Context: an optimization exercise on an open-source flow, tuned for small area and a short achievable clock period. The choices shown serve that exercise and are no tape-out recipe.
At most, simulation tests tie the RTL to the original design; equivalence was not proved.
Only the layout flow was run in run 3; the RTL was not checked for function there.
In runs 1 to 4, 7 and 8 the design's own scripts or RTL, not TritonCTS, make the clock network.
No driver is modelled on the clock port, so clock power and skew are understated where the tree is cut down; a real chip needs a root buffer or a tree.
Power and IR drop assume default switching activity.

`design/flow/design.v`:
```
module lightpipe_recv(
    input mclk,
    input rst,
    input adat,
    output reg wclk,
    output reg [23:0] word0,
    output reg [23:0] word1,
    output reg [23:0] word2,
    output reg [23:0] word3,
    output reg [23:0] word4,
    output reg [23:0] word5,
    output reg [23:0] word6,
    output reg [23:0] word7,
    output reg [3:0] user
);
reg reset_d, reset_dd;
reg in_d, in_dd, in_ddd, in_dddd;
reg [5:0] accum;
reg dbit;
wire transition = in_dddd ^ in_ddd;
wire strobe = accum[1] & accum[0];
always @(posedge mclk) begin
    reset_d <= ~rst;
    reset_dd <= reset_d;
end
always @(posedge mclk)
    if (reset_dd) {in_d, in_dd, in_ddd, in_dddd} <= 4'b0;
    else {in_d, in_dd, in_ddd, in_dddd} <= {adat, in_d, in_dd, in_ddd};
always @(posedge mclk)
    if (reset_dd || transition) accum <= 6'd0;
    else accum <= accum + 6'd1;
always @(posedge mclk)
    if (reset_dd) dbit <= 1'b0;
    else if (transition) dbit <= 1'b1;
    else if (accum == 6'd4) dbit <= 1'b0;
reg [7:0] framebit;
reg nloss_d;
reg [29:1] sr;
wire stb_next = ~reset_dd & ~transition & accum[1] & ~accum[0];
wire loss_s = accum[5];
wire resync = strobe & ~loss_s & ~nloss_d;
wire [23:0] oword = {sr[29:26], sr[24:21], sr[19:16], sr[14:11], sr[9:6], sr[4:1]};
always @(posedge mclk)
    if (!rst) nloss_d <= 1'b1;
    else if (strobe) nloss_d <= ~loss_s;
always @(posedge mclk)
    if (!rst) framebit <= 8'd0;
    else if (resync) framebit <= 8'd252;
    else if (strobe) framebit <= framebit + 8'd1;
reg at0, at128;
reg [7:0] ldw;
wire ld_next = rst & stb_next & (loss_s | nloss_d);
always @(posedge mclk) begin
    at0 <= stb_next & (~rst | (framebit == 8'd0));
    at128 <= rst & stb_next & (framebit == 8'd128);
    ldw[0] <= ld_next & (framebit == 8'd30);
    ldw[1] <= ld_next & (framebit == 8'd60);
    ldw[2] <= ld_next & (framebit == 8'd90);
    ldw[3] <= ld_next & (framebit == 8'd120);
    ldw[4] <= ld_next & (framebit == 8'd150);
    ldw[5] <= ld_next & (framebit == 8'd180);
    ldw[6] <= ld_next & (framebit == 8'd210);
    ldw[7] <= ld_next & (framebit == 8'd240);
end
wire ls = strobe & rst;
wire hs = ~strobe & rst;
wire [29:1] sr_d;
ao22 #(29) u_sr (.a({29{ls}}), .b({dbit, sr[29:2]}), .c({29{hs}}), .d(sr), .y(sr_d));
always @(posedge mclk) sr <= sr_d;
wire lu = at0 & rst;
wire hu = ~at0 & rst;
wire [3:0] user_d;
ao22 #(4) u_user (.a({4{lu}}), .b(sr[29:26]), .c({4{hu}}), .d(user), .y(user_d));
always @(posedge mclk) user <= user_d;
always @(posedge mclk)
    if (!rst) wclk <= 1'b0;
    else if (at0) wclk <= 1'b1;
    else if (at128) wclk <= 1'b0;
wire [7:0] L = ldw & {8{rst}};           
wire [7:0] L1 = ldw | {8{~rst}};         
wire [7:0] H = ~ldw & {8{rst}};          
wire [23:0] o1 = {oword[23:8], oword[7:0] | {8{~rst}}};
wire [23:0] d0, d1, d2, d3, d4, d5, d6, d7;
ao22 #(24) u_w0 (.a({24{L[0]}}), .b(oword), .c({24{H[0]}}), .d(word0), .y(d0));
ao22 #(24) u_w1 (.a({{16{L[1]}}, {8{L1[1]}}}), .b(o1), .c({24{H[1]}}), .d(word1), .y(d1));
ao22 #(24) u_w2 (.a({24{L[2]}}), .b(oword), .c({24{H[2]}}), .d(word2), .y(d2));
ao22 #(24) u_w3 (.a({{16{L[3]}}, {8{L1[3]}}}), .b(o1), .c({24{H[3]}}), .d(word3), .y(d3));
ao22 #(24) u_w4 (.a({24{L[4]}}), .b(oword), .c({24{H[4]}}), .d(word4), .y(d4));
ao22 #(24) u_w5 (.a({{16{L[5]}}, {8{L1[5]}}}), .b(o1), .c({24{H[5]}}), .d(word5), .y(d5));
ao22 #(24) u_w6 (.a({24{L[6]}}), .b(oword), .c({24{H[6]}}), .d(word6), .y(d6));
ao22 #(24) u_w7 (.a({{16{L[7]}}, {8{L1[7]}}}), .b(o1), .c({24{H[7]}}), .d(word7), .y(d7));
always @(posedge mclk) begin
    word0 <= d0; word1 <= d1; word2 <= d2; word3 <= d3;
    word4 <= d4; word5 <= d5; word6 <= d6; word7 <= d7;
end
endmodule
module ao22 #(parameter W = 1) (
    input [W-1:0] a,
    input [W-1:0] b,
    input [W-1:0] c,
    input [W-1:0] d,
    output [W-1:0] y
);
assign y = (a & b) | (c & d);
endmodule
```
`design/flow/standard.sh`:
```
#!/bin/bash
# synth_recipe.tcl (not shown) runs the flow's synth.tcl, then flattens the netlist and writes it again
# the make line also repeats each setting of config.mk as NAME=value (left out here)
make -C /OpenROAD-flow-scripts/flow DESIGN_CONFIG=/design/flow/config.mk WORK_HOME=/design/flow/orfs CLKGATE_MAP_FILE= SYNTH_SCRIPT=/design/flow/synth_recipe.tcl "${@:-finish}"
```
`design/flow/flow/cts.tcl`:
```
# Clock tree built here in place of TritonCTS: the clock port drives a few
# root buffers, each of which drives leaf buffers, one per cluster of
# flip-flops (k-means on their placed positions). Sourced by ORFS's cts.tcl
# as PRE_CTS_TCL; it then does what the rest of cts.tcl does and writes the
# CTS results itself.

proc kmeans {pts k} {
  # pts: list of {x y}; returns list of cluster index per point
  set n [llength $pts]
  set sorted [lsort -real -index 0 [lmap p $pts {set p}]]
  set cx {}; set cy {}
  for {set i 0} {$i < $k} {incr i} {
    set s [lindex $sorted [expr {int(($i + 0.5) * $n / $k)}]]
    lappend cx [lindex $s 0]; lappend cy [lindex $s 1]
  }
  for {set iter 0} {$iter < 60} {incr iter} {
    set assign {}
    foreach p $pts {
      set best 0; set bd 1e30
      for {set i 0} {$i < $k} {incr i} {
        set d [expr {abs([lindex $p 0] - [lindex $cx $i]) + abs([lindex $p 1] - [lindex $cy $i])}]
        if {$d < $bd} { set bd $d; set best $i }
      }
      lappend assign $best
    }
    set sx [lrepeat $k 0.0]; set sy [lrepeat $k 0.0]; set sc [lrepeat $k 0]
    foreach p $pts a $assign {
      lset sx $a [expr {[lindex $sx $a] + [lindex $p 0]}]
      lset sy $a [expr {[lindex $sy $a] + [lindex $p 1]}]
      lset sc $a [expr {[lindex $sc $a] + 1}]
    }
    for {set i 0} {$i < $k} {incr i} {
      if {[lindex $sc $i] > 0} {
        lset cx $i [expr {[lindex $sx $i] / [lindex $sc $i]}]
        lset cy $i [expr {[lindex $sy $i] / [lindex $sc $i]}]
      }
    }
  }
  return [list $assign $cx $cy $sc]
}

set db [ord::get_db]
set block [ord::get_db_block]
set clkport [$block findBTerm $::env(CLOCK_PORT)]
set clknet [$clkport getNet]
set leaf_master [$db findMaster $::env(LEAF_BUF)]
set root_master [$db findMaster $::env(ROOT_BUF)]
set nroot $::env(ROOT_COUNT)

set sinks {}; set pts {}
foreach it [$clknet getITerms] {
  set bb [[$it getInst] getBBox]
  lappend sinks $it
  lappend pts [list [expr {([$bb xMin] + [$bb xMax]) / 2.0}] [expr {([$bb yMin] + [$bb yMax]) / 2.0}]]
}
set n [llength $sinks]
set k [expr {int(ceil(double($n) / $::env(LEAF_SINKS)))}]
lassign [kmeans $pts $k] assign cx cy sc
puts "custom cts: $n sinks, $k leaf clusters, sizes $sc"

set leaves {}; set lpts {}
for {set i 0} {$i < $k} {incr i} {
  if {[lindex $sc $i] == 0} { lappend leaves {}; continue }
  lappend leaves $i
  lappend lpts [list [lindex $cx $i] [lindex $cy $i]]
}
lassign [kmeans $lpts $nroot] rassign rcx rcy rsc
puts "custom cts: $nroot root clusters, sizes $rsc"

set rootnets {}
for {set r 0} {$r < $nroot} {incr r} {
  if {[lindex $rsc $r] == 0} { lappend rootnets {}; continue }
  set b [odb::dbInst_create $block $root_master clkbuf_root_$r]
  $b setLocation [expr {int([lindex $rcx $r])}] [expr {int([lindex $rcy $r])}]
  $b setPlacementStatus PLACED
  set net [odb::dbNet_create $block clknet_root_$r]
  $net setSigType CLOCK
  [$b findITerm A] connect $clknet
  [$b findITerm X] connect $net
  lappend rootnets $net
}
set leafnet [dict create]
foreach i $leaves r $rassign {
  set b [odb::dbInst_create $block $leaf_master clkbuf_leaf_$i]
  $b setLocation [expr {int([lindex $cx $i])}] [expr {int([lindex $cy $i])}]
  $b setPlacementStatus PLACED
  set net [odb::dbNet_create $block clknet_leaf_$i]
  $net setSigType CLOCK
  [$b findITerm A] connect [lindex $rootnets $r]
  [$b findITerm X] connect $net
  dict set leafnet $i $net
}
foreach it $sinks a $assign {
  set inst [$it getInst]
  set dt [$inst isDoNotTouch]
  $inst setDoNotTouch 0
  $it disconnect
  $it connect [dict get $leafnet $a]
  $inst setDoNotTouch $dt
}

set_propagated_clock [all_clocks]
set_placement_padding -global \
  -left $::env(CELL_PAD_IN_SITES_DETAIL_PLACEMENT) \
  -right $::env(CELL_PAD_IN_SITES_DETAIL_PLACEMENT)
detailed_placement
log_cmd estimate_parasitics -placement
report_clock_skew
report_clock_latency

repair_timing_helper
detailed_placement
check_placement -verbose
report_metrics 4 "cts final"
orfs_write_db $::env(RESULTS_DIR)/4_1_cts.odb
orfs_write_sdc $::env(RESULTS_DIR)/4_cts.sdc
exit
```
`design/flow/flow/run.sh`:
```
#!/bin/bash
# Standard synthesis and layout (standard.sh), except: the ports are buffered
# by the smallest buffer, and the clock tree is a two-level tree built by
# flow/cts.tcl (settings in flow/cts.env).
set -euo pipefail
HERE=$(pwd)
export BUFFER_PORTS_ARGS="-buffer_cell sky130_fd_sc_hd__buf_1"
export PRE_CTS_TCL=$HERE/flow/cts.tcl
export CLOCK_PORT=mclk
source $HERE/flow/cts.env
bash standard.sh > make.log 2>&1
```
`design/flow/config.mk`:
```
export PLATFORM = sky130hd
export DESIGN_NAME = lightpipe_recv
export DESIGN_NICKNAME = lightpipe_recv
export VERILOG_FILES = /design/flow/design.v
export SDC_FILE = /design/flow/constraint.sdc
export NUM_CORES = 4
export LEC_CHECK = 0
export CAP_MARGIN = 20
export CORE_MARGIN = 2
export CORE_UTILIZATION = 55
export PLACE_DENSITY = 0.7
export SETUP_SLACK_MARGIN = 1.42
export SLEW_MARGIN = 20
export SYNTH_HIERARCHICAL = 1
```
`design/flow/flow/cts.env`:
```
export ROOT_BUF=sky130_fd_sc_hd__clkbuf_16
export LEAF_BUF=sky130_fd_sc_hd__clkbuf_16
export ROOT_COUNT=4
export LEAF_SINKS=26
```
`design/flow/constraint.sdc`:
```
create_clock -name core_clock -period 3.0 [get_ports {mclk}]
set_input_delay 0.6000 -clock core_clock [delete_from_list [all_inputs] [get_ports {mclk}]]
set_output_delay 0.6000 -clock core_clock [all_outputs]
set_load 0.01 [all_outputs]
```
==> summary.txt, run 1 <==
======================================================================================================
Layout cells sized above 1                                                                      0.0818
Number of buffers added on ports                                                                   199
Synthesis-to-finish area growth                                                                  19.8%
Worst EP arrival                                                                               0.90 ns
Largest cells by area after synthesis                                                     sky130_fd_sc_hd__dfxtp_1 (64%), sky130_fd_sc_hd__a22o_1 (25%), sky130_fd_sc_hd__nand2b_1 (1.0%), sky130_fd_sc_hd__nor2_1 (0.80%), sky130_fd_sc_hd__and2_1 (0.78%)
Count of nets after finishing                                                                      854
Seq. cell area                                                                             0.00517 mm²
Average cell area after synthesis                                                             12.9 µm²
Maximum achievable frequency                                                                 0.665 GHz
Die outline width                                                                               125 µm
Cell-by-cell listing of the critical path                                                        buf_1
Critical setup path kind                                                                       reg2out
Detailed-route wire length per cell                                                            21.6 µm
Post-placement setup slack                                                                    0.787 ns
Synthesized instance count                                                                         619
Placed wire-length estimate                                                                   14100 µm
Routed vias/inst                                                                                  6.10
Clock transition at the register clock pins on the worst setup and hold paths after CTS        0.12 ns
Hold buffer count at cts                                                                             0
Io pins                                                                                            200
Multi-input gate area in the final layout                                                  0.00290 mm²
Pin count of the biggest net entering global routing                                                37
Worst slew margin                                                                                0.640
Fraction of synthesized cell area taken by the top area cell type                                0.644
Site Rows                                                                                           44
Launch point of the worst reg-to-reg path                                                 framebit[3]$_SDFFE_PN0P_
Worst path required time                                                                       2.40 ns
Skew final                                                                                   0.0207 ns
Number of DRC violations after detailed routing                                                      0
Depth of the worst register-to-register path                                                         3
Syn Std Cell Area                                                                          0.00801 mm²
Fin crit period                                                                                1.50 ns
Initial antenna violation count                                                                      0
Register bit count reported by yosys                                                               258
Leftover overflow at the end of global routing                                                       0
Die ar.                                                                                     0.0156 mm²
GRT Overall Usage                                                                                0.266
Wire length reported by the detailed router                                                   22200 µm
RSZ-0062 raised after global routing                                                             false
Critical path's top delay family                                                            flip-flops
Buffers plus inverters on the worst setup path                                                       1
Number of nets with antenna violations after detailed routing                                        0
Total Neg Setup Slack                                                                             0 ns
Via count of the first global-routing pass                                                        5826
Worst setup path endpoint                                                                      user[3]
Sequential area share after synthesis                                                            0.644
Number of endpoints failing setup at the final stage                                                 0
Nature of the critical path endpoint                                                        output pin
Largest area contributor in the synthesized netlist                                       sky130_fd_sc_hd__dfxtp_1
Starting utilization of the core area                                                            0.558
CP max stage cell                                                                         sky130_fd_sc_hd__dfxtp_1
Count of final hold-check violations                                                                 0
Dominant register cell in the synthesized netlist                                         sky130_fd_sc_hd__dfxtp_1
Post-synth EDFFs                                                                                     0
Period utilisation layout                                                                        0.501
Syn_nets                                                                                           627
Total count of max-transition violations in the final report                                         0
Async set or reset register ratio after synthesis                                                    0
CP Depth                                                                                             1
VDD IR max                                                                                    0.417 mV
Power per cell area                                                                         579 mW/mm²
Wire length of the first global-routing pass                                                  34000 µm
First-iteration detailed-routing DRC count                                                         456
Outcome                                                                                   finished clean
Most common cell in the synthesized netlist                                               sky130_fd_sc_hd__dfxtp_1
Worst min path class                                                                           reg2reg
Slew at the pin closest to its max-slew limit                                                 0.540 ns
Diodes inserted                                                                                      0
Largest stage delay, worst path                                                                0.41 ns
Leakage                                                                                        3.68 nW
Count of yosys warnings during synthesis                                                             7
Vias                                                                                              6269
Core Area                                                                                   0.0144 mm²
Startpoint types                                                                             flip-flop
Max Fanout on Critical Path                                                                          2
Max-cap violation count                                                                              0
Setup slack of the critical path after layout                                                  1.50 ns
Number of distinct library cells after synthesis                                                    44
Die Y-Extent                                                                                    125 µm
Slack of the worst reg-to-reg path                                                             1.52 ns
Clock network latency to the later pin of the worst-skew pair                                  0.31 ns
Synth top cells by count                                                                  sky130_fd_sc_hd__dfxtp_1 (258), sky130_fd_sc_hd__a22o_1 (225), sky130_fd_sc_hd__nor2_1 (17)
Capturing point of the worst reg2reg path                                                 framebit[6]$_SDFFE_PN0P_
Worst setup path startpoint                                                               user[3]$_DFF_P_
Total iterations of the first detailed-routing run                                                   5
Routability cong.                                                                                0.898
Number of filler instances in the final layout                                                    1164
======================================================================================================
[routing by layer]
layer  track usage  wire length (µm)  up-vias
met2         0.450             10600      278
met3        0.0262              1290       50
met5             0                 0        -
li1              -                 -     2846
met1         0.370              9580     3095
met4        0.0681               690        0
[how the worst min path moves through the flow]
stage / from / to / slack [ns] / cells past startpoint
finish: reset_d$_DFF_P_ / reset_dd$_DFF_P_ / 0.34 / 0
global route: reset_d$_DFF_P_ / reset_dd$_DFF_P_ / 0.36 / 0
floorplan: reset_d$_DFF_P_ / reset_dd$_DFF_P_ / 0.31 / 0
detailed placement: reset_d$_DFF_P_ / reset_dd$_DFF_P_ / 0.32 / 0
CTS: reset_d$_DFF_P_ / reset_dd$_DFF_P_ / 0.34 / 0
global placement: reset_d$_DFF_P_ / reset_dd$_DFF_P_ / 0.32 / 0
[where the power goes]
group / switching (mW) / internal (mW)
registers: 0.0362 / 3.47
clock network: 0.960 / 0.842
logic: 0.166 / 0.0853
total: 1.16 / 4.40
[per-stage QoR]
stage	power (mW)	utilization	instances	hold WS, ns	instance area [µm²]
after floorplan	3.71	-	619	0.310	8060
after global placement	3.80	0.628	998	0.318	9020
after detailed placement	3.80	0.628	998	0.317	9020
after CTS	5.57	0.663	1023	0.342	9520
after global routing	5.73	0.668	1028	0.360	9600
final	5.56	0.668	1028	0.338	9600
[state kept, by name (all words and copies together), names as in the netlist, 4 cells and up]
signal / count
word4: 24
ldw: 8
framebit: 8
word5: 24
accum: 6
word1: 24
word7: 24
sr: 29
word0: 24
word6: 24
word2: 24
word3: 24
user: 4
[worst reg2reg max path, delay by kind of cell, from the launching register on]
family	cells	cell delay, ns
AO/OA/AOI/OAI	1	0.15
flip-flops	1	0.65
AND/OR/NAND/NOR	2	0.62
[placed cells by master (no fill, tap or decap), drive strengths merged, types with 5 or more instances in the layout]
cell,instances
nand2,9
ha,5
nor2,22
buf,213
nor4,8
nand2b,13
a21oi,6
clkbuf,15
nand3,6
inv,9
a22o,225
and2,10
dfxtp,258
[cell families after synthesis]
group | synth area share
fa+ha+maj | 0.00781
buf+inv | 0.0122
mux | 0.00125
flops | 0.644
compound gates | 0.260
xor+xnor | 0.00968
simple gates | 0.0643
[what timing repair did]
item	in CTS	in global routing
gates cloned	6	0
hold endpoints to repair	0	0
setup endpoints to repair	225	197
resized for setup	18	15
setup buffers	5	5
pin swaps	6	1
[final cells by class]
type / instances / share of cell area
Tap cell: 184 / 0.0240
Sequential cell: 258 / 0.538
Buffer: 14 / 0.0365
Timing Repair Buffer: 214 / 0.0928
Multi-Input combinational cell: 345 / 0.302
Inverter: 12 / 0.00586
Timing Repair inverter: 1 / 0.000782
==> run 2: changes to the inputs <==
==> design/flow/flow/cts.env (replaced) <==
export ROOT_BUF=sky130_fd_sc_hd__clkbuf_8
export LEAF_BUF=sky130_fd_sc_hd__clkbuf_16
export ROOT_COUNT=4
export LEAF_SINKS=26
--- a/design/flow/config.mk
+++ b/design/flow/config.mk
@@ -10,5 +10,5 @@
 export CORE_UTILIZATION = 55
 export PLACE_DENSITY = 0.7
-export SETUP_SLACK_MARGIN = 1.42
+export SETUP_SLACK_MARGIN = 1.5
 export SLEW_MARGIN = 20
 export SYNTH_HIERARCHICAL = 1
==> run 2 against run 1 <==
  * Sequential power barely moved
  * Synthesized cell count did not move
  * Sequential cell count did not move
  * Critical path depth is the same
  * Combinational power is essentially flat
  * Via count down 0.83%
  * Sequential share of layout area rose by 0.22 points
  * Global-route usage fell by 0.40 points
  * Critical endpoint is now word3[3]
  * Clock power shrank 7%
  * Synthesized area is the same
  * Routed wire length is 1.4% lower
  * Critical path type unchanged
==> summary.txt, run 2 <==
======================================================================================================
Outcome                                                                                   finished clean
Worst min path class                                                                           reg2reg
Most common cell in the synthesized netlist                                               sky130_fd_sc_hd__dfxtp_1
Critical path's top delay family                                                            flip-flops
Syn_nets                                                                                           627
Via count of the first global-routing pass                                                        5681
Placed wire-length estimate                                                                   14200 µm
Post-synth EDFFs                                                                                     0
Layout cells sized above 1                                                                       0.102
Clk pwr share                                                                                    0.309
Post-synthesis xor/xnor area fraction                                                          0.00968
Register bit count reported by yosys                                                               258
CP max stage cell                                                                         sky130_fd_sc_hd__dfxtp_1
Number of endpoints failing setup at the final stage                                                 0
Synth top cells by count                                                                  sky130_fd_sc_hd__dfxtp_1 (258), sky130_fd_sc_hd__a22o_1 (225), sky130_fd_sc_hd__nor2_1 (17)
Total Neg Setup Slack                                                                             0 ns
Post-layout power                                                                              5.44 mW
Buffers plus inverters on the worst setup path                                                       1
Sequential power share                                                                           0.644
Adder and majority gate portion of the synthesized area                                        0.00781
Largest cells by area after synthesis                                                     sky130_fd_sc_hd__dfxtp_1 (64%), sky130_fd_sc_hd__a22o_1 (25%), sky130_fd_sc_hd__nand2b_1 (1.0%), sky130_fd_sc_hd__nor2_1 (0.80%), sky130_fd_sc_hd__and2_1 (0.78%)
Diodes inserted                                                                                      0
Cell-by-cell listing of the critical path                                                        buf_1
Skew final                                                                                   0.0447 ns
Fraction of synthesized area in multiplexers                                                   0.00125
Fin crit period                                                                                1.49 ns
GRT Overall Usage                                                                                0.262
Hold Path Cell Cnt                                                                                   0
Syn Std Cell Area                                                                          0.00801 mm²
Largest Register                                                                                    sr
Depth of the worst register-to-register path                                                         3
Combinational family with the most area after synthesis                                   compound AO/OA/AOI/OAI gates
Capturing point of the worst reg2reg path                                                  at0$_DFF_P_
Number of buffers added on ports                                                                   199
Power per cell area                                                                         568 mW/mm²
Final non-filler cell total                                                                       1025
VDD IR max                                                                                    0.338 mV
Routed vias/inst                                                                                  6.07
Commonest non-fill, non-tap cells in the layout                                           sky130_fd_sc_hd__dfxtp_1 (251), sky130_fd_sc_hd__a22o_1 (225), sky130_fd_sc_hd__buf_1 (181)
Wire length reported by the detailed router                                                   21800 µm
Post-synthesis compound-gate area fraction                                                       0.260
Core Area                                                                                   0.0144 mm²
Share of total power consumed by net switching                                                   0.213
Count of yosys warnings during synthesis                                                             7
Slack of the worst reg-to-reg path                                                             1.54 ns
Io pins                                                                                            200
Post-synthesis share of cell area spent on and, or, nand and nor gates                          0.0643
Wire length of the first global-routing pass                                                  33600 µm
Synthesized instance count                                                                         619
Number of distinct library cells after synthesis                                                    44
Setup slack of the critical path after layout                                                  1.51 ns
Largest stage delay, worst path                                                                0.36 ns
Period utilisation layout                                                                        0.496
Average cell area after synthesis                                                             12.9 µm²
Clock transition at the register clock pins on the worst setup and hold paths after CTS        0.10 ns
Count of final hold-check violations                                                                 0
Leftover overflow at the end of global routing                                                       0
Dominant register cell in the synthesized netlist                                         sky130_fd_sc_hd__dfxtp_1
Post-placement setup slack                                                                    0.611 ns
Final cell area excluding filler cells                                                     0.00958 mm²
Nature of the critical path endpoint                                                        output pin
Switching Power                                                                                1.16 mW
Die outline width                                                                               125 µm
Internal portion of total power                                                                4.29 mW
Slew at the pin closest to its max-slew limit                                                 0.776 ns
Clock network latency to the later pin of the worst-skew pair                                  0.33 ns
Leakage                                                                                        3.71 nW
Largest area contributor in the synthesized netlist                                       sky130_fd_sc_hd__dfxtp_1
Hold buffer count at cts                                                                             0
Startpoint types                                                                             flip-flop
Die ar.                                                                                     0.0156 mm²
Largest register FFs                                                                                29
Worst slew margin                                                                                0.483
Max-cap violation count                                                                              0
Worst EP arrival                                                                               0.89 ns
Site Rows                                                                                           44
Worst path required time                                                                       2.40 ns
Routability cong.                                                                                0.885
Worst min-delay path endpoint                                                             reset_dd$_DFF_P_
First-iteration detailed-routing DRC count                                                         536
HP Start                                                                                  reset_d$_DFF_P_
Die Y-Extent                                                                                    125 µm
Starting utilization of the core area                                                            0.558
Fraction of power consumed by combinational cells                                                0.046
Hold Slack                                                                                    0.339 ns
Number of DRC violations after detailed routing                                                      0
Detailed-route wire length per cell                                                            21.3 µm
Pin count of the biggest net entering global routing                                                30
Initial antenna violation count                                                                      0
Max Fanout on Critical Path                                                                          2
Maximum achievable frequency                                                                 0.673 GHz
Async set or reset register ratio after synthesis                                                    0
Total count of max-transition violations in the final report                                         0
Number of placed instances with taps included                                                      998
Critical setup path kind                                                                       reg2out
Launch point of the worst reg-to-reg path                                                 framebit[3]$_SDFFE_PN0P_
Total iterations of the first detailed-routing run                                                   4
Count of nets after finishing                                                                      851
Fraction of synthesized cell area taken by the top area cell type                                0.644
Commonest non-fill, non-tap cell in the layout                                            sky130_fd_sc_hd__dfxtp_1
Vias                                                                                              6217
Synthesis-to-finish area growth                                                                  19.6%
RSZ-0062 raised after global routing                                                              true
Layout Utilization                                                                               0.667
Cell Area, Placed                                                                          0.00903 mm²
Number of nets with antenna violations after detailed routing                                        0
Sequential area share after synthesis                                                            0.644
======================================================================================================
==> run 2: worst max path at each step <==
stage | startpoint | slack [ns] | cells past startpoint | to
2_1_floorplan | rst | 1.51 | 4 | sr[10]$_DFF_P_
3_3_place_gp | rst | 0.74 | 4 | word6[3]$_DFF_P_
3_5_place_dp | rst | 0.61 | 4 | word0[9]$_DFF_P_
4_1_cts | rst | 1.51 | 5 | word1[8]$_DFF_P_
5_1_grt | framebit[3]$_SDFFE_PN0P_ | 1.46 | 3 | at0$_DFF_P_
6_report | word3[3]$_DFF_P_ | 1.51 | 1 | word3[3]
==> run 2: power groups by stage <==
stage	Clock [mW]	Sequential, mW	Combinational, mW
floorplan	0	3.60	0.117
global placement	0	3.58	0.213
detailed placement	0	3.59	0.219
CTS	1.70	3.51	0.243
global route	1.82	3.51	0.272
finish	1.68	3.51	0.253
==> run 2: kinds of logic (layout without fill, tap and decap cells) <==
family | Yosys count | after routing
buffers and inverters | 21 | 238
XOR/XNOR | 8 | 8
AND/OR/NAND/NOR | 84 | 89
adder cells (fa/ha/maj) | 5 | 5
multiplexers | 1 | 1
AO/OA/AOI/OAI | 242 | 242
flip-flops | 258 | 258
==> run 2: routing by layer <==
| metal | wire length, µm | track usage |
|---|---|---|
| met5 | 0 | 0 |
| met4 | 547 | 0.0615 |
| met3 | 1280 | 0.0335 |
| met2 | 10400 | 0.436 |
| met1 | 9610 | 0.368 |
==> run 2: area by class of cell <==
type                       instances  area (µm²)
timing repair buffer             211         891
buffer                            14         305
fill                            1146        4780
multi-input combinational        345        2920
timing repair inverter             1        7.51
sequential                       258        5180
tap                              184         230
inverter                          12        52.6
==> run 2: timing repair <==
action                     in CTS  in global routing
buffers inserted                6                  1
gates resized for setup        22                 31
gates cloned                    6                  0
setup endpoints to repair     238                 74
pin swaps                       6                  0
==> run 3: changes to the inputs <==
--- a/design/flow/design.v
+++ b/design/flow/design.v
@@ -19,5 +19,4 @@
 reg dbit;
 wire transition = in_dddd ^ in_ddd;
-wire strobe = accum[1] & accum[0];
 always @(posedge mclk) begin
     reset_d <= ~rst;
@@ -38,4 +37,6 @@
 reg [29:1] sr;
 wire stb_next = ~reset_dd & ~transition & accum[1] & ~accum[0];
+reg strobe;      
+always @(posedge mclk) strobe <= stb_next;
 wire loss_s = accum[5];
 wire resync = strobe & ~loss_s & ~nloss_d;
==> design/flow/flow/cts.env (replaced) <==
export ROOT_BUF=sky130_fd_sc_hd__clkbuf_16
export LEAF_BUF=sky130_fd_sc_hd__clkbuf_16
export ROOT_COUNT=4
export LEAF_SINKS=26
==> run 3 against run 2 <==
  * Clock power rose by 7%
  * Sequential cell count rose by 1
  * Worst hold slack improved by 0.0046 ns
  * Core utilization rose by 0.17 points
  * First-iteration DRC count rose by 12%
  * Critical path depth rose by 5
  * Design area rose by 0.25%
  * Setup slack got worse by 0.032 ns
  * Global-route usage rose by 0.58 points
  * Via count rose by 2.1%
  * Synthesized area barely moved
  * Routed wire length rose by 2.0%
  * Critical path type is now in2reg
  * Critical endpoint is now ldw[7]$_DFF_P_
  * Highest routed layer unchanged
==> summary.txt, run 3 <==
======================================================================================================
Most common cell in the synthesized netlist                                               sky130_fd_sc_hd__dfxtp_1
Async set or reset register ratio after synthesis                                                    0
Largest stage delay, worst path                                                                0.24 ns
Buffers plus inverters on the worst setup path                                                       3
Worst EP arrival                                                                               1.71 ns
Core Area                                                                                   0.0144 mm²
Total Neg Setup Slack                                                                             0 ns
Starting utilization of the core area                                                            0.557
Cell Area, Placed                                                                          0.00901 mm²
Most repeated library cell on the critical path                                           sky130_fd_sc_hd__buf_8
Largest area contributor in the synthesized netlist                                       sky130_fd_sc_hd__dfxtp_1
Syn Std Cell Area                                                                          0.00801 mm²
Leakage                                                                                        3.63 nW
Die Y-Extent                                                                                    125 µm
Largest Register                                                                                    sr
Wire length of the first global-routing pass                                                  34100 µm
Worst path required time                                                                       3.19 ns
RSZ-0062 raised after global routing                                                             false
Post-synthesis compound-gate area fraction                                                       0.257
Post-synthesis xor/xnor area fraction                                                          0.00969
Fin crit period                                                                                1.52 ns
Site Rows                                                                                           44
Final cell area excluding filler cells                                                     0.00961 mm²
Dominant register cell in the synthesized netlist                                         sky130_fd_sc_hd__dfxtp_1
Fraction of synthesized area in multiplexers                                                   0.00125
Synth top cells by count                                                                  sky130_fd_sc_hd__dfxtp_1 (259), sky130_fd_sc_hd__a22o_1 (225), sky130_fd_sc_hd__nor2_1 (17)
Die outline width                                                                               125 µm
GRT Overall Usage                                                                                0.268
Number of DRC violations after detailed routing                                                      0
Critical setup path kind                                                                        in2reg
Maximum achievable frequency                                                                 0.658 GHz
Startpoint types                                                                            input port
Routability cong.                                                                                0.848
Period utilisation layout                                                                        0.506
Count of final hold-check violations                                                                 0
Routed vias/inst                                                                                  6.16
Count of yosys warnings during synthesis                                                             7
Largest register FFs                                                                                29
Io pins                                                                                            200
Via count of the first global-routing pass                                                        5907
Register bit count reported by yosys                                                               259
Skew final                                                                                   0.0409 ns
Count of nets after finishing                                                                      856
Post-synth EDFFs                                                                                     0
Fraction of synthesized cell area taken by the top area cell type                                0.648
CP max stage cell                                                                         sky130_fd_sc_hd__buf_4
Number of distinct library cells after synthesis                                                    41
Adder and majority gate portion of the synthesized area                                        0.00781
Number of buffers added on ports                                                                   199
Sequential area share after synthesis                                                            0.648
Worst min path class                                                                           reg2reg
Placed wire-length estimate                                                                   14200 µm
Max Fanout on Critical Path                                                                         17
Cell-by-cell listing of the critical path                                                 buf_8, buf_8, and3b_2, nand4b_1, buf_4, nor4_2
VDD IR max                                                                                    0.301 mV
Combinational family with the most area after synthesis                                   compound AO/OA/AOI/OAI gates
Layout cells sized above 1                                                                      0.0863
Detailed-route wire length per cell                                                            21.6 µm
Commonest non-fill, non-tap cell in the layout                                            sky130_fd_sc_hd__dfxtp_1
Average cell area after synthesis                                                             12.9 µm²
Synthesis-to-finish area growth                                                                  20.0%
Worst slew margin                                                                                0.533
Total count of max-transition violations in the final report                                         0
Number of nets with antenna violations after detailed routing                                        0
Commonest non-fill, non-tap cells in the layout                                           sky130_fd_sc_hd__dfxtp_1 (257), sky130_fd_sc_hd__a22o_1 (225), sky130_fd_sc_hd__buf_1 (195)
Slew at the pin closest to its max-slew limit                                                 0.700 ns
First-iteration detailed-routing DRC count                                                         598
Vias                                                                                              6349
Synthesized instance count                                                                         621
Nature of the critical path endpoint                                                         flip-flop
Diodes inserted                                                                                      0
Wire length reported by the detailed router                                                   22300 µm
Clock network latency to the later pin of the worst-skew pair                                  0.31 ns
Number of endpoints failing setup at the final stage                                                 0
Largest cells by area after synthesis                                                     sky130_fd_sc_hd__dfxtp_1 (65%), sky130_fd_sc_hd__a22o_1 (25%), sky130_fd_sc_hd__nand2b_1 (0.94%), sky130_fd_sc_hd__nor2_1 (0.80%), sky130_fd_sc_hd__and2_1 (0.78%)
Outcome                                                                                   finished clean
Die ar.                                                                                     0.0155 mm²
Clock transition at the register clock pins on the worst setup and hold paths after CTS        0.08 ns
Leftover overflow at the end of global routing                                                       0
Syn_nets                                                                                           629
Post-synthesis share of cell area spent on and, or, nand and nor gates                          0.0650
Post-layout power                                                                              5.56 mW
Initial antenna violation count                                                                      0
Pin count of the biggest net entering global routing                                                32
Max-cap violation count                                                                              0
Power per cell area                                                                         579 mW/mm²
Critical path's top delay family                                                          simple AND/OR/NAND/NOR gates
Total iterations of the first detailed-routing run                                                   5
======================================================================================================
[run 3: worst paths after layout]
kind	startpoint	to	slack, ns	cells after the start
worst min register to register	reset_d$_DFF_P_	reset_dd$_DFF_P_	0.34	0
worst max-delay path	rst	ldw[7]$_DFF_P_	1.48	6
worst max register to register	in_ddd$_SDFF_PP0_	ldw[7]$_DFF_P_	1.57	4
worst min-delay path	reset_d$_DFF_P_	reset_dd$_DFF_P_	0.34	0
[run 3: timing repair]
item                       CTS  global route
buffers inserted             9             1
cloned                       9             0
resized for setup           19            14
setup endpoints to repair  243           122
hold buffers                 0             0
pin swaps                   10             1
[run 3: logic make-up after synthesis]
family,count (synthesis)
simple gates,88
xor+xnor,8
mux,1
buf+inv,20
flops,259
compound gates,240
fa+ha+maj,5
[run 3: worst register-to-register path: stages, from the launching register on]
cell and delay [ns]:
sky130_fd_sc_hd__dfxtp_1 0.35, sky130_fd_sc_hd__xnor2_2 0.29, sky130_fd_sc_hd__nand4b_1 0.29, sky130_fd_sc_hd__buf_4 0.24, sky130_fd_sc_hd__nor4_2 0.14
[run 3: metrics by stage]
stage               utilization  cells  hold slack [ns]  setup WS [ns]
detailed placement        0.627    997            0.331          0.441
CTS                       0.665   1029            0.349           1.47
global route              0.669   1030            0.350           1.44
finish                    0.669   1030            0.343           1.48
floorplan                     -    621            0.310           1.50
global placement          0.627    997            0.316          0.512
[run 3: final cells by class]
cell class | count | area (µm²)
Sequential cell | 259 | 5190
Fill cell | 1130 | 4760
Multi-Input combinational cell | 347 | 2880
Timing Repair Buffer | 211 | 872
Buffer | 14 | 350
Tap cell | 184 | 230
Inverter | 11 | 60.1
Timing Repair inverter | 4 | 30.0
[run 3: report_power, final]
group	switching, mW	internal [mW]
clock	0.949	0.841
sequential	0.0386	3.49
combinational	0.165	0.0833
[run 3: per-layer routing]
layer / share of wire / vias up / GRT usage / wire length, µm
li1: - / 2859 / - / -
met1: 0.42 / 3198 / 0.368 / 9340
met2: 0.50 / 244 / 0.458 / 11000
met3: 0.053 / 48 / 0.0198 / 1180
met4: 0.032 / 0 / 0.0793 / 723
met5: 0 / - / 0 / 0
==> run 4: changes to the inputs <==
--- a/design/flow/design.v
+++ b/design/flow/design.v
@@ -19,4 +19,5 @@
 reg dbit;
 wire transition = in_dddd ^ in_ddd;
+wire strobe = accum[1] & accum[0];
 always @(posedge mclk) begin
     reset_d <= ~rst;
@@ -37,6 +38,4 @@
 reg [29:1] sr;
 wire stb_next = ~reset_dd & ~transition & accum[1] & ~accum[0];
-reg strobe;      
-always @(posedge mclk) strobe <= stb_next;
 wire loss_s = accum[5];
 wire resync = strobe & ~loss_s & ~nloss_d;
--- a/design/flow/flow/run.sh
+++ b/design/flow/flow/run.sh
@@ -5,5 +5,5 @@
 set -euo pipefail
 HERE=$(pwd)
-export BUFFER_PORTS_ARGS="-buffer_cell sky130_fd_sc_hd__buf_1"
+export BUFFER_PORTS_ARGS="-buffer_cell sky130_fd_sc_hd__buf_2"
 export PRE_CTS_TCL=$HERE/flow/cts.tcl
 export CLOCK_PORT=mclk
==> design/flow/flow/cts.env (replaced) <==
export ROOT_BUF=sky130_fd_sc_hd__clkbuf_16
export LEAF_BUF=sky130_fd_sc_hd__clkbuf_16
export ROOT_COUNT=4
export LEAF_SINKS=20
==> run 4 against run 3 <==
  * Setup slack gained 0.046 ns
  * Combinational power rose by 4%
  * Clock skew up 0.011 ns
  * Worst hold slack got worse by 0.0016 ns
  * First-iteration DRC count down 26%
  * Core utilization grew 2.1 points
==> summary.txt, run 4 <==
======================================================================================================
Final non-filler cell total                                                                       1033
Number of DRC violations after detailed routing                                                      0
Critical path's top delay family                                                          buffers and inverters
VDD IR max                                                                                    0.391 mV
Diodes inserted                                                                                      0
Critical setup path kind                                                                        in2reg
Site Rows                                                                                           44
Die ar.                                                                                     0.0156 mm²
Worst EP arrival                                                                               1.65 ns
Clock network latency to the later pin of the worst-skew pair                                  0.32 ns
Sequential area share after synthesis                                                            0.644
Commonest non-fill, non-tap cells in the layout                                           sky130_fd_sc_hd__dfxtp_1 (256), sky130_fd_sc_hd__a22o_1 (225), sky130_fd_sc_hd__buf_2 (198)
Die Y-Extent                                                                                    125 µm
Syn Std Cell Area                                                                          0.00801 mm²
Number of placed instances with taps included                                                     1000
Largest area contributor in the synthesized netlist                                       sky130_fd_sc_hd__dfxtp_1
Largest register FFs                                                                                29
Wire length of the first global-routing pass                                                  34400 µm
Die outline width                                                                               125 µm
First-iteration detailed-routing DRC count                                                         440
Count of yosys warnings during synthesis                                                             7
Synthesis-to-finish area growth                                                                  23.6%
Worst slew margin                                                                                0.526
Worst path required time                                                                       3.17 ns
Detailed-route wire length per cell                                                            21.6 µm
Average cell area after synthesis                                                             12.9 µm²
Wire length reported by the detailed router                                                   22300 µm
Count of nets after finishing                                                                      859
Power per cell area                                                                         582 mW/mm²
Layout cells sized above 1                                                                       0.316
Async set or reset register ratio after synthesis                                                    0
GRT Overall Usage                                                                                0.270
Max Fanout on Critical Path                                                                         19
Leakage                                                                                        4.54 nW
Fin crit period                                                                                1.47 ns
Io pins                                                                                            200
CP max stage cell                                                                         sky130_fd_sc_hd__or2b_4
Synth top cells by count                                                                  sky130_fd_sc_hd__dfxtp_1 (258), sky130_fd_sc_hd__a22o_1 (225), sky130_fd_sc_hd__nor2_1 (17)
Post-layout power                                                                              5.76 mW
Largest Register                                                                                    sr
Total count of max-transition violations in the final report                                         0
Pin count of the biggest net entering global routing                                                30
Startpoint types                                                                            input port
Fraction of synthesized cell area taken by the top area cell type                                0.644
Total Neg Setup Slack                                                                             0 ns
Slew at the pin closest to its max-slew limit                                                 0.711 ns
Initial antenna violation count                                                                      0
RSZ-0062 raised after global routing                                                              true
Total iterations of the first detailed-routing run                                                   5
Final cell area excluding filler cells                                                     0.00991 mm²
Skew final                                                                                   0.0520 ns
Clock transition at the register clock pins on the worst setup and hold paths after CTS        0.07 ns
Largest stage delay, worst path                                                                0.32 ns
Core Area                                                                                   0.0144 mm²
Period utilisation layout                                                                        0.491
Synthesized instance count                                                                         619
Maximum achievable frequency                                                                 0.679 GHz
Number of buffers added on ports                                                                   199
Leftover overflow at the end of global routing                                                       0
Syn_nets                                                                                           627
Hold buffer count at cts                                                                             0
Max-cap violation count                                                                              0
Cell Area, Placed                                                                          0.00929 mm²
Cell-by-cell listing of the critical path                                                 buf_6, or2b_4, clkinvlp_4, a22o_1
Number of filler instances in the final layout                                                    1076
Starting utilization of the core area                                                            0.558
Nature of the critical path endpoint                                                         flip-flop
Number of distinct library cells after synthesis                                                    44
Placed wire-length estimate                                                                   14600 µm
Outcome                                                                                   finished clean
Worst min path class                                                                           reg2reg
Most common cell in the synthesized netlist                                               sky130_fd_sc_hd__dfxtp_1
Routability cong.                                                                                0.874
Routed vias/inst                                                                                  6.07
Post-synth EDFFs                                                                                     0
Largest cells by area after synthesis                                                     sky130_fd_sc_hd__dfxtp_1 (64%), sky130_fd_sc_hd__a22o_1 (25%), sky130_fd_sc_hd__nand2b_1 (1.0%), sky130_fd_sc_hd__nor2_1 (0.80%), sky130_fd_sc_hd__and2_1 (0.78%)
Number of endpoints failing setup at the final stage                                                 0
Vias                                                                                              6275
Via count of the first global-routing pass                                                        5840
Number of nets with antenna violations after detailed routing                                        0
Commonest non-fill, non-tap cell in the layout                                            sky130_fd_sc_hd__dfxtp_1
Register bit count reported by yosys                                                               258
Count of final hold-check violations                                                                 0
Buffers plus inverters on the worst setup path                                                       2
Dominant register cell in the synthesized netlist                                         sky130_fd_sc_hd__dfxtp_1
======================================================================================================
==> run 4: through the flow <==
step                worst slack, ns  hold slack (ns)   util
floorplan                      1.51            0.310      -
global placement              0.874            0.323  0.647
detailed placement            0.812            0.316  0.647
CTS                            1.49            0.341  0.689
global route                   1.44            0.354  0.689
finish                         1.53            0.342  0.689
==> run 4: final cells by class <==
type / count / area (µm²) / share of cell area
buffer: 17 / 425 / 0.0429
inverter: 12 / 60.1 / 0.00606
multi-input combinational: 345 / 2880 / 0.291
sequential: 258 / 5170 / 0.522
tap: 184 / 230 / 0.0232
timing repair buffer: 216 / 1130 / 0.114
timing repair inverter: 1 / 7.51 / 0.000758
==> run 4: report_power, final <==
part / leakage, nW / internal [mW] / switching (mW) / total [mW]
sequential: 2.09 / 3.47 / 0.0339 / 3.51
combinational: 2.24 / 0.0951 / 0.163 / 0.259
clock: 0.209 / 1.01 / 0.984 / 2.00
total: 4.54 / 4.58 / 1.18 / 5.76
==> run 4: worst paths after layout <==
kind / start / to / slack [ns] / cells after the start
min reg2reg: reset_d$_DFF_P_ / reset_dd$_DFF_P_ / 0.34 / 0
max reg2reg: framebit[3]$_SDFFE_PN0P_ / framebit[7]$_SDFFE_PN0P_ / 1.56 / 3
min: reset_d$_DFF_P_ / reset_dd$_DFF_P_ / 0.34 / 0
max: rst / word5[16]$_DFF_P_ / 1.53 / 4
==> run 4: cells by family after synthesis <==
family / after synthesis / synth area share
DFF: 258 / 0.644
AOI/OAI and AO/OA: 242 / 0.260
and+or+nand+nor: 84 / 0.0643
buffers and inverters: 21 / 0.0122
xor gates and xnor gates: 8 / 0.00968
adders and majority gates: 5 / 0.00781
muxes: 1 / 0.00125
==> run 4: timing repair <==
| item | CTS | global route |
|---|---|---|
| endpoints found under the hold margin | 0 | 0 |
| gates cloned | 6 | 0 |
| pin swaps | 6 | 0 |
| setup endpoints to repair | 212 | 108 |
| resized for setup | 15 | 4 |
| buffers inserted | 10 | 0 |
==> run 4: per-layer routing <==
metal / GRT usage / vias up / routed length (µm)
met5: 0 / - / 0
met4: 0.0681 / 0 / 605
met3: 0.0279 / 43 / 1130
met2: 0.451 / 236 / 10700
met1: 0.379 / 3117 / 9830
li1: - / 2879 / -
==> run 5: changes to the inputs <==
==> design/flow/flow/run.sh (replaced) <==
#!/bin/bash
# Standard synthesis and layout (standard.sh), except: the ports are buffered
# by a small buffer, the register-to-output paths are left as they are by the
# resizer (flow/hold_outputs.tcl), and the clock tree is a two-level tree built
# by flow/cts.tcl (settings in flow/cts.env).
set -euo pipefail
HERE=$(pwd)
export CLOCK_PORT=mclk
source $HERE/flow/cts.env
export BUFFER_PORTS_ARGS="-buffer_cell $PORT_BUF"
export PRE_CTS_TCL=$HERE/flow/cts.tcl
export PRE_FLOORPLAN_TCL=$HERE/flow/hold_outputs.tcl
export POST_GLOBAL_PLACE_TCL=$HERE/flow/hold_outputs.tcl
bash standard.sh > make.log 2>&1
--- a/design/flow/flow/cts.env
+++ b/design/flow/flow/cts.env
@@ -3,2 +3,3 @@
 export ROOT_COUNT=4
 export LEAF_SINKS=20
+export PORT_BUF=sky130_fd_sc_hd__buf_1
--- a/design/flow/flow/cts.tcl
+++ b/design/flow/flow/cts.tcl
@@ -92,10 +92,6 @@
 }
 foreach it $sinks a $assign {
-  set inst [$it getInst]
-  set dt [$inst isDoNotTouch]
-  $inst setDoNotTouch 0
   $it disconnect
   $it connect [dict get $leafnet $a]
-  $inst setDoNotTouch $dt
 }
 
==> design/flow/flow/hold_outputs.tcl (new file) <==
# Marks the output ports' drivers (the flip-flop at floorplan, the port buffer
# after global placement) and the nets between them don't-touch, so that the
# resizer leaves the register-to-output paths as they are and spends its
# effort on the other paths. Sourced as PRE_FLOORPLAN_TCL / POST_GLOBAL_PLACE_TCL.
foreach port [get_ports -filter "direction==output"] {
  set net [get_nets -of_objects $port]
  foreach pin [get_pins -of_objects $net -filter "direction==output"] {
    set cell [get_cells -of_objects $pin]
    set_dont_touch $cell
    set_dont_touch $net
    foreach ipin [get_pins -of_objects $cell -filter "direction==input"] {
      set inet [get_nets -quiet -of_objects $ipin]
      if {$inet == ""} { continue }
      foreach dpin [get_pins -of_objects $inet -filter "direction==output"] {
        set dcell [get_cells -of_objects $dpin]
        if {[string match "*dfxtp*" [get_property [get_lib_cells -of_objects $dcell] name]]} {
          set_dont_touch $dcell
          set_dont_touch $inet
        }
      }
    }
  }
}
--- a/design/flow/config.mk
+++ b/design/flow/config.mk
@@ -8,7 +8,7 @@
 export CAP_MARGIN = 20
 export CORE_MARGIN = 2
-export CORE_UTILIZATION = 55
-export PLACE_DENSITY = 0.7
-export SETUP_SLACK_MARGIN = 1.5
+export CORE_UTILIZATION = 65
+export PLACE_DENSITY = 0.75
+export SETUP_SLACK_MARGIN = 1.65
 export SLEW_MARGIN = 20
 export SYNTH_HIERARCHICAL = 1
==> run 5 against run 4 <==
  * The flow now stops in floorplan
==> summary.txt, run 5 <==
=======================================================
Outcome                                    did not finish
Failed at                                     floorplan
First reported error                       [ERROR STA-0100] unsupported object type Port.
Count of yosys warnings during synthesis              7
=======================================================
==> run 6: changes to the inputs <==
==> design/flow/flow/hold_outputs.tcl (replaced) <==
# Marks the output ports' drivers (the flip-flop at floorplan, the port buffer
# and the flip-flop behind it after global placement) and the nets between
# them don't-touch, so that the resizer leaves the register-to-output paths as
# they are and spends its effort on the other paths. Sourced as
# PRE_FLOORPLAN_TCL and POST_GLOBAL_PLACE_TCL.
set hold_block [ord::get_db_block]
proc hold_driver {net} {
  foreach it [$net getITerms] {
    if {[$it isOutputSignal]} {
      set inst [$it getInst]
      $inst setDoNotTouch 1
      $net setDoNotTouch 1
      return $inst
    }
  }
  return ""
}
set n_held 0
foreach bt [$hold_block getBTerms] {
  if {[$bt getIoType] != "OUTPUT"} { continue }
  set net [$bt getNet]
  if {$net == "NULL"} { continue }
  set inst [hold_driver $net]
  if {$inst == ""} { continue }
  incr n_held
  if {![string match "*dfxtp*" [[$inst getMaster] getName]]} {
    # a port buffer: hold the flip-flop that feeds it too
    foreach it [$inst getITerms] {
      if {[$it isInputSignal] && [$it getNet] != "NULL"} { hold_driver [$it getNet] }
    }
  }
}
puts "hold_outputs: held the drivers of $n_held output ports"
==> run 6 against run 5 <==
  * The run fails in clock tree synthesis
==> summary.txt, run 6 <==
================================================================================
Syn_nets                                                                     627
Placed wire-length estimate                                             13300 µm
Most common cell in the synthesized netlist                         sky130_fd_sc_hd__dfxtp_1
Count of yosys warnings during synthesis                                       7
Syn Std Cell Area                                                    0.00801 mm²
Largest cells by area after synthesis                               sky130_fd_sc_hd__dfxtp_1 (64%), sky130_fd_sc_hd__a22o_1 (25%), sky130_fd_sc_hd__nand2b_1 (1.0%), sky130_fd_sc_hd__nor2_1 (0.80%), sky130_fd_sc_hd__and2_1 (0.78%)
Synth top cells by count                                            sky130_fd_sc_hd__dfxtp_1 (258), sky130_fd_sc_hd__a22o_1 (225), sky130_fd_sc_hd__nor2_1 (17)
Starting utilization of the core area                                      0.667
Synthesized instance count                                                   619
Site Rows                                                                     40
Dominant register cell in the synthesized netlist                   sky130_fd_sc_hd__dfxtp_1
Die outline width                                                         115 µm
Average cell area after synthesis                                       12.9 µm²
Die Y-Extent                                                              115 µm
Number of buffers added on ports                                               2
Failed at                                                           clock tree synthesis
Async set or reset register ratio after synthesis                              0
Post-synth EDFFs                                                               0
Outcome                                                             did not finish
First reported error                                                [ERROR ODB-0370] Attempt to disconnect term CLK of dont_touch instance word7\[9\]$_DFF_P_
Largest area contributor in the synthesized netlist                 sky130_fd_sc_hd__dfxtp_1
Number of distinct library cells after synthesis                              44
Fraction of synthesized cell area taken by the top area cell type          0.644
Sequential area share after synthesis                                      0.644
Register bit count reported by yosys                                         258
Io pins                                                                      200
================================================================================
run 6: cells by family after synthesis:
family | count (synthesis) | synth area share
AOI/OAI and AO/OA | 242 | 0.260
DFF | 258 | 0.644
xor gates and xnor gates | 8 | 0.00968
and+or+nand+nor | 84 | 0.0643
adders and majority gates | 5 | 0.00781
muxes | 1 | 0.00125
buffers and inverters | 21 | 0.0122
run 6: how the worst max path moves through the flow:
stage,endpoint,slack [ns],cells past startpoint
detailed placement,word5[5]$_DFF_P_,0.94,5
global placement,word5[23]$_DFF_P_,0.98,5
floorplan,word5[0]$_DFF_P_,1.54,3
run 6: power by group through the flow:
stage	clock, mW	combinational (mW)	sequential [mW]
detailed placement	0	0.166	3.62
global placement	0	0.159	3.62
floorplan	0	0.124	3.60
run 6: stage by stage:
stage	area, µm²	worst slack, ns	cells	total power [mW]
3_5_place_dp	8270	0.944	760	3.79
3_3_place_gp	8270	0.979	760	3.78
2_1_floorplan	8140	1.54	619	3.72
==> run 7: changes to the inputs <==
--- a/design/flow/flow/cts.tcl
+++ b/design/flow/flow/cts.tcl
@@ -92,6 +92,10 @@
 }
 foreach it $sinks a $assign {
+  set inst [$it getInst]
+  set dt [$inst isDoNotTouch]
+  $inst setDoNotTouch 0
   $it disconnect
   $it connect [dict get $leafnet $a]
+  $inst setDoNotTouch $dt
 }
 
==> run 7 against run 6 <==
  * Now clean on timing, DRC and antenna
  * Synthesized area stayed put
  * Synthesized cell count stayed put
==> summary.txt, run 7 <==
======================================================================================================
Layout Utilization                                                                               0.775
Number of nets with antenna violations after detailed routing                                        0
Nature of the critical path endpoint                                                         flip-flop
Slack of the worst reg-to-reg path                                                             1.64 ns
Clock transition at the register clock pins on the worst setup and hold paths after CTS        0.08 ns
Final cell area excluding filler cells                                                     0.00931 mm²
Pin count of the biggest net entering global routing                                                25
Max Fanout on Critical Path                                                                          8
Syn Std Cell Area                                                                          0.00801 mm²
HP Start                                                                                  reset_d$_DFF_P_
Syn_nets                                                                                           627
Worst EP arrival                                                                               1.63 ns
Sequential power share                                                                           0.610
Die ar.                                                                                     0.0132 mm²
Hold Slack                                                                                    0.333 ns
Cell Area, Placed                                                                          0.00827 mm²
Outcome                                                                                   finished clean
Synthesis-to-finish area growth                                                                  16.1%
Number of buffers added on ports                                                                     2
Largest area contributor in the synthesized netlist                                       sky130_fd_sc_hd__dfxtp_1
Register bit count reported by yosys                                                               258
Placed wire-length estimate                                                                   13300 µm
Power per cell area                                                                         624 mW/mm²
Initial antenna violation count                                                                      0
Dominant register cell in the synthesized netlist                                         sky130_fd_sc_hd__dfxtp_1
Hold buffer count at cts                                                                             0
Starting utilization of the core area                                                            0.667
Number of DRC violations after detailed routing                                                      0
Worst min-delay path endpoint                                                             reset_dd$_DFF_P_
Largest cells by area after synthesis                                                     sky130_fd_sc_hd__dfxtp_1 (64%), sky130_fd_sc_hd__a22o_1 (25%), sky130_fd_sc_hd__nand2b_1 (1.0%), sky130_fd_sc_hd__nor2_1 (0.80%), sky130_fd_sc_hd__and2_1 (0.78%)
Clock network latency to the later pin of the worst-skew pair                                  0.31 ns
Total count of max-transition violations in the final report                                         0
Switching Power                                                                                1.21 mW
Hold Path Cell Cnt                                                                                   0
Most common cell in the synthesized netlist                                               sky130_fd_sc_hd__dfxtp_1
Number of distinct library cells after synthesis                                                    44
Synthesized instance count                                                                         619
Fraction of synthesized cell area taken by the top area cell type                                0.644
Largest register FFs                                                                                29
Worst setup path startpoint                                                                        rst
Post-synth EDFFs                                                                                     0
Vias                                                                                              5912
Capturing point of the worst reg2reg path                                                 ldw[0]$_DFF_P_
Commonest non-fill, non-tap cells in the layout                                           sky130_fd_sc_hd__dfxtp_1 (252), sky130_fd_sc_hd__a22o_1 (225), sky130_fd_sc_hd__buf_4 (26)
Worst min path class                                                                           reg2reg
Layout cells sized above 1                                                                       0.174
Wire length reported by the detailed router                                                   22800 µm
Routed vias/inst                                                                                  7.17
Max-cap violation count                                                                              0
Average cell area after synthesis                                                             12.9 µm²
Count of nets after finishing                                                                      688
Async set or reset register ratio after synthesis                                                    0
RSZ-0062 raised after global routing                                                              true
Clk pwr share                                                                                    0.345
Core Area                                                                                   0.0120 mm²
Critical setup path kind                                                                        in2reg
Depth of the worst register-to-register path                                                         2
Die Y-Extent                                                                                    115 µm
Leftover overflow at the end of global routing                                                       0
Maximum achievable frequency                                                                 0.690 GHz
Wire length of the first global-routing pass                                                  33800 µm
Total iterations of the first detailed-routing run                                                   5
Commonest non-fill, non-tap cell in the layout                                            sky130_fd_sc_hd__dfxtp_1
Detailed-route wire length per cell                                                            27.6 µm
Diodes inserted                                                                                      0
Launch point of the worst reg-to-reg path                                                 framebit[4]$_SDFFE_PN0P_
Synth top cells by count                                                                  sky130_fd_sc_hd__dfxtp_1 (258), sky130_fd_sc_hd__a22o_1 (225), sky130_fd_sc_hd__nor2_1 (17)
Share of total power consumed by net switching                                                   0.209
Sequential area share after synthesis                                                            0.644
First-iteration detailed-routing DRC count                                                         595
Leakage                                                                                        3.62 nW
Worst slew margin                                                                                0.597
Count of yosys warnings during synthesis                                                             7
Site Rows                                                                                           40
Worst path required time                                                                       3.19 ns
VDD IR max                                                                                    0.474 mV
Total Neg Setup Slack                                                                             0 ns
Skew final                                                                                   0.0404 ns
Internal portion of total power                                                                4.59 mW
Fin crit period                                                                                1.45 ns
Via count of the first global-routing pass                                                        5644
Fraction of power consumed by combinational cells                                                0.045
Startpoint types                                                                            input port
Count of final hold-check violations                                                                 0
GRT Overall Usage                                                                                0.325
Period utilisation layout                                                                        0.483
Io pins                                                                                            200
Number of endpoints failing setup at the final stage                                                 0
Largest Register                                                                                    sr
Slew at the pin closest to its max-slew limit                                                 0.603 ns
Die outline width                                                                               115 µm
======================================================================================================
## run 7: cell counts after synthesis
No cell type changed its count.
## run 7: worst max-delay path by stage
| stage | end | cells past startpoint | slack [ns] |
|---|---|---|---|
| after floorplan | word5[0]$_DFF_P_ | 3 | 1.54 |
| after global placement | word5[23]$_DFF_P_ | 5 | 0.98 |
| after detailed placement | word5[5]$_DFF_P_ | 5 | 0.94 |
| after CTS | framebit[7]$_SDFFE_PN0P_ | 4 | 1.61 |
| after global routing | ldw[0]$_DFF_P_ | 6 | 1.56 |
| final | ldw[0]$_DFF_P_ | 6 | 1.55 |
## run 7: worst max-delay path: stages
cell	delay (ns)
sky130_fd_sc_hd__buf_12	0.09
sky130_fd_sc_hd__buf_12	0.12
sky130_fd_sc_hd__buf_12	0.14
sky130_fd_sc_hd__and3b_2	0.25
sky130_fd_sc_hd__nand3b_1	0.14
sky130_fd_sc_hd__nor4_2	0.28
## run 7: final cells by class
cell class,instances,area [µm²]
multi-input combinational,347,3020
tap,147,184
fill,774,2710
sequential,258,5180
timing repair buffer,35,358
timing repair inverter,9,67.6
inverter,12,76.3
buffer,17,425
## run 7: cells by family after synthesis
group / synth area share
AND/OR/NAND/NOR: 0.0643
multiplexers: 0.00125
buffers and inverters: 0.0122
flip-flops: 0.644
AO/OA/AOI/OAI: 0.260
adder cells (fa/ha/maj): 0.00781
XOR/XNOR: 0.00968
## run 7: power groups by stage
stage	clock (mW)	sequential, mW	combinational, mW
finish	2.00	3.54	0.262
CTS	2.00	3.54	0.243
detailed placement	0	3.62	0.166
global route	2.15	3.54	0.273
floorplan	0	3.60	0.124
global placement	0	3.62	0.159
## run 7: what timing repair did
item,CTS,global route
cloned,17,0
setup buffers,25,6
setup endpoints to repair,240,75
resized for setup,47,11
pin swaps,13,7
## run 7: through the flow
stage	setup slack [ns]	total power [mW]	instances
after floorplan	1.54	3.72	619
after global placement	0.979	3.78	760
after detailed placement	0.944	3.79	760
after CTS	1.61	5.78	819
after global routing	1.56	5.96	825
final	1.55	5.80	825
## run 7: metal layers
metal / global-route usage / routed length, µm
met1: 0.425 / 8750
met2: 0.546 / 11100
met3: 0.0643 / 2200
met4: 0.108 / 755
met5: 0 / 0
==> run 8: changes to the inputs <==
--- a/design/flow/config.mk
+++ b/design/flow/config.mk
@@ -8,6 +8,6 @@
 export CAP_MARGIN = 20
 export CORE_MARGIN = 2
-export CORE_UTILIZATION = 65
-export PLACE_DENSITY = 0.75
+export CORE_UTILIZATION = 50
+export PLACE_DENSITY = 0.65
 export SETUP_SLACK_MARGIN = 1.65
 export SLEW_MARGIN = 20
==> run 8 against run 7 <==
  * Critical endpoint is now word5[21]$_DFF_P_
  * Clock power hardly changed
  * Combinational power is 7% higher
  * Critical path depth is 1 higher
  * Sequential power hardly changed
  * Worst hold slack better by 0.0073 ns
==> summary.txt, run 8 <==
======================================================================================================
Critical setup path kind                                                                        in2reg
Dominant register cell in the synthesized netlist                                         sky130_fd_sc_hd__dfxtp_1
Number of filler instances in the final layout                                                    1270
Detailed-route wire length per cell                                                            26.0 µm
Syn Std Cell Area                                                                          0.00801 mm²
Number of nets with antenna violations after detailed routing                                        0
Average cell area after synthesis                                                             12.9 µm²
Via count of the first global-routing pass                                                        5538
Startpoint types                                                                            input port
Register bit count reported by yosys                                                               258
Worst min path class                                                                           reg2reg
Clk pwr share                                                                                    0.345
Total count of max-transition violations in the final report                                         0
Switching Power                                                                                1.22 mW
Largest stage delay, worst path                                                                0.23 ns
Total Neg Setup Slack                                                                             0 ns
Placed wire-length estimate                                                                   13900 µm
Power per cell area                                                                         613 mW/mm²
Routed vias/inst                                                                                  6.47
Max-cap violation count                                                                              0
Most common cell in the synthesized netlist                                               sky130_fd_sc_hd__dfxtp_1
Layout cells sized above 1                                                                       0.181
Internal portion of total power                                                                4.61 mW
Maximum achievable frequency                                                                 0.688 GHz
Number of placed instances with taps included                                                      829
Worst path required time                                                                       3.18 ns
Nature of the critical path endpoint                                                         flip-flop
Worst EP arrival                                                                               1.63 ns
Number of endpoints failing setup at the final stage                                                 0
Cell-by-cell listing of the critical path                                                 buf_12, buf_12, or2b_4, buf_6, clkinvlp_4, buf_12, a22o_1
Synthesized instance count                                                                         619
Leakage                                                                                        3.70 nW
Skew final                                                                                   0.0366 ns
Async set or reset register ratio after synthesis                                                    0
Fraction of power consumed by combinational cells                                                0.048
RSZ-0062 raised after global routing                                                              true
Initial antenna violation count                                                                      0
Site Rows                                                                                           46
Synthesis-to-finish area growth                                                                  18.7%
Syn_nets                                                                                           627
Diodes inserted                                                                                      0
Die outline width                                                                               131 µm
Synth top cells by count                                                                  sky130_fd_sc_hd__dfxtp_1 (258), sky130_fd_sc_hd__a22o_1 (225), sky130_fd_sc_hd__nor2_1 (17)
Core Area                                                                                   0.0158 mm²
Sequential power share                                                                           0.607
Largest area contributor in the synthesized netlist                                       sky130_fd_sc_hd__dfxtp_1
Largest register FFs                                                                                29
Slew at the pin closest to its max-slew limit                                                 0.501 ns
Wire length of the first global-routing pass                                                  34100 µm
Fin crit period                                                                                1.45 ns
Post-layout power                                                                              5.83 mW
VDD IR max                                                                                    0.430 mV
Total iterations of the first detailed-routing run                                                   5
Final non-filler cell total                                                                        902
Count of nets after finishing                                                                      696
Wire length reported by the detailed router                                                   23400 µm
Die Y-Extent                                                                                    131 µm
Post-synth EDFFs                                                                                     0
Share of total power consumed by net switching                                                   0.209
Commonest non-fill, non-tap cells in the layout                                           sky130_fd_sc_hd__dfxtp_1 (250), sky130_fd_sc_hd__a22o_1 (225), sky130_fd_sc_hd__buf_4 (29)
Max Fanout on Critical Path                                                                          9
Count of yosys warnings during synthesis                                                             7
Fraction of synthesized cell area taken by the top area cell type                                0.644
Buffers plus inverters on the worst setup path                                                       5
Period utilisation layout                                                                        0.484
Count of final hold-check violations                                                                 0
Clock network latency to the later pin of the worst-skew pair                                  0.31 ns
Most repeated library cell on the critical path                                           sky130_fd_sc_hd__buf_12
Number of buffers added on ports                                                                     2
Sequential area share after synthesis                                                            0.644
Critical path's top delay family                                                          buffers and inverters
Largest cells by area after synthesis                                                     sky130_fd_sc_hd__dfxtp_1 (64%), sky130_fd_sc_hd__a22o_1 (25%), sky130_fd_sc_hd__nand2b_1 (1.0%), sky130_fd_sc_hd__nor2_1 (0.80%), sky130_fd_sc_hd__and2_1 (0.78%)
Number of DRC violations after detailed routing                                                      0
Number of distinct library cells after synthesis                                                    44
Leftover overflow at the end of global routing                                                       0
Worst slew margin                                                                                0.666
Outcome                                                                                   finished clean
Vias                                                                                              5832
Largest Register                                                                                    sr
GRT Overall Usage                                                                                0.257
Die ar.                                                                                     0.0171 mm²
Commonest non-fill, non-tap cell in the layout                                            sky130_fd_sc_hd__dfxtp_1
Starting utilization of the core area                                                            0.508
CP max stage cell                                                                         sky130_fd_sc_hd__or2b_4
First-iteration detailed-routing DRC count                                                         484
Io pins                                                                                            200
Pin count of the biggest net entering global routing                                                30
Clock transition at the register clock pins on the worst setup and hold paths after CTS        0.09 ns
======================================================================================================
==> run 8: cell types whose count changed in the layout (fill, tap and decap cells not counted), moves of 2 or more <==
cell	delta
sky130_fd_sc_hd__dfxtp_4	+2
sky130_fd_sc_hd__and2_4	+2
sky130_fd_sc_hd__buf_4	+3
sky130_fd_sc_hd__and2_2	-2
sky130_fd_sc_hd__nor4_2	-3
sky130_fd_sc_hd__clkinvlp_4	-3
sky130_fd_sc_hd__nor4_1	+3
sky130_fd_sc_hd__buf_6	+5
sky130_fd_sc_hd__dfxtp_1	-2
==> run 8: layout make-up <==
cell class                 count  area (µm²)  share of cell area
sequential                   258        5190               0.545
multi-input combinational    347        3000               0.315
timing repair buffer          46         509              0.0535
buffer                        17         425              0.0447
tap                          216         270              0.0284
inverter                      12        76.3             0.00802
timing repair inverter         6        45.0             0.00474
==> run 8: kinds of logic after synthesis <==
group,share of synthesized area
XOR/XNOR,0.00968
multiplexers,0.00125
AO/OA/AOI/OAI,0.260
buffers and inverters,0.0122
flip-flops,0.644
AND/OR/NAND/NOR,0.0643
adder cells (fa/ha/maj),0.00781
==> run 8: path summary, 6_finish.rpt <==
kind | cells past startpoint | slack (ns) | startpoint | end
setup / recovery | 7 | 1.55 | rst | word5[21]$_DFF_P_
hold / removal | 0 | 0.34 | reset_d$_DFF_P_ | reset_dd$_DFF_P_
setup reg to reg | 6 | 1.68 | accum[0]$_SDFF_PP0_ | sr[16]$_DFF_P_
hold reg to reg | 0 | 0.34 | reset_d$_DFF_P_ | reset_dd$_DFF_P_
==> run 8: what timing repair did <==
action	4_1_cts	5_1_grt
setup buffers	35	5
setup endpoints to repair	240	82
gates cloned	15	1
resized for setup	45	17
hold buffers	0	0
pin swaps	12	9
==> run 8: metal layers <==
layer | up-vias | routed length, µm | global-route usage
li1 | 2551 | - | -
met4 | 0 | 645 | 0.0607
met1 | 2938 | 9500 | 0.338
met5 | - | 0 | 0
met3 | 52 | 2010 | 0.0546
met2 | 291 | 11300 | 0.436
==> run 8: metrics by stage <==
| step | util | worst slack, ns | hold slack (ns) | instance area (µm²) |
|---|---|---|---|---|
| 6_report | 0.603 | 1.55 | 0.341 | 9510 |
| 2_1_floorplan | - | 1.54 | 0.310 | 8140 |
| 5_1_grt | 0.603 | 1.55 | 0.347 | 9510 |
| 3_5_place_dp | 0.530 | 0.854 | 0.318 | 8360 |
| 4_1_cts | 0.596 | 1.58 | 0.342 | 9390 |
| 3_3_place_gp | 0.530 | 0.839 | 0.315 | 8360 |
==> run 8: power by group through the flow <==
| stage | registers, mW | clock network, mW | logic (mW) |
|---|---|---|---|
| global route | 3.54 | 2.17 | 0.299 |
| floorplan | 3.60 | 0 | 0.124 |
| global placement | 3.62 | 0 | 0.162 |
| CTS | 3.54 | 2.02 | 0.263 |
| detailed placement | 3.62 | 0 | 0.168 |
| finish | 3.54 | 2.01 | 0.280 |

==> port drivers added, routing unchanged <==
Ports are ideal in the flow. The routed layouts listed here were re-timed in OpenROAD. Step 1 sets driving cells, clkbuf_16 on the clock port and buf_2 on the other inputs (assumed; they add their load-dependent delay and slew). Step 2, shift: input delay + t, output delay - t, t = (earliest + latest rising clock arrival at the registers) / 2. This alone moves slack from input paths to output paths. Slacks: no drivers / after step 1 / after step 2; pairs: no drivers / after step 1.
run | shift t [ns] | setup slack, ns | worst hold slack (ns) | worst setup path at the end
run 1 | 0.393 | 1.496 / 1.402 / 1.195 | 0.338 / 0.338 / 0.338 | input to register
run 2 | 0.385 | 1.513 / 1.439 / 1.207 | 0.339 / 0.339 / 0.339 | input to register
run 3 | 0.372 | 1.481 / 1.428 / 1.144 | 0.343 / 0.343 / 0.343 | input to register
run 4 | 0.382 | 1.527 / 1.439 / 1.206 | 0.342 / 0.342 / 0.342 | input to register
run 7 | 0.386 | 1.552 / 1.528 / 1.197 | 0.333 / 0.333 / 0.333 | input to register
run 8 | 0.383 | 1.547 / 1.535 / 1.209 | 0.341 / 0.341 / 0.341 | input to register
After both steps setup and hold are still met in every run listed. The setup slack of run 7, which loses most, moves by -0.024 ns with the drivers and by -0.355 ns with both steps.
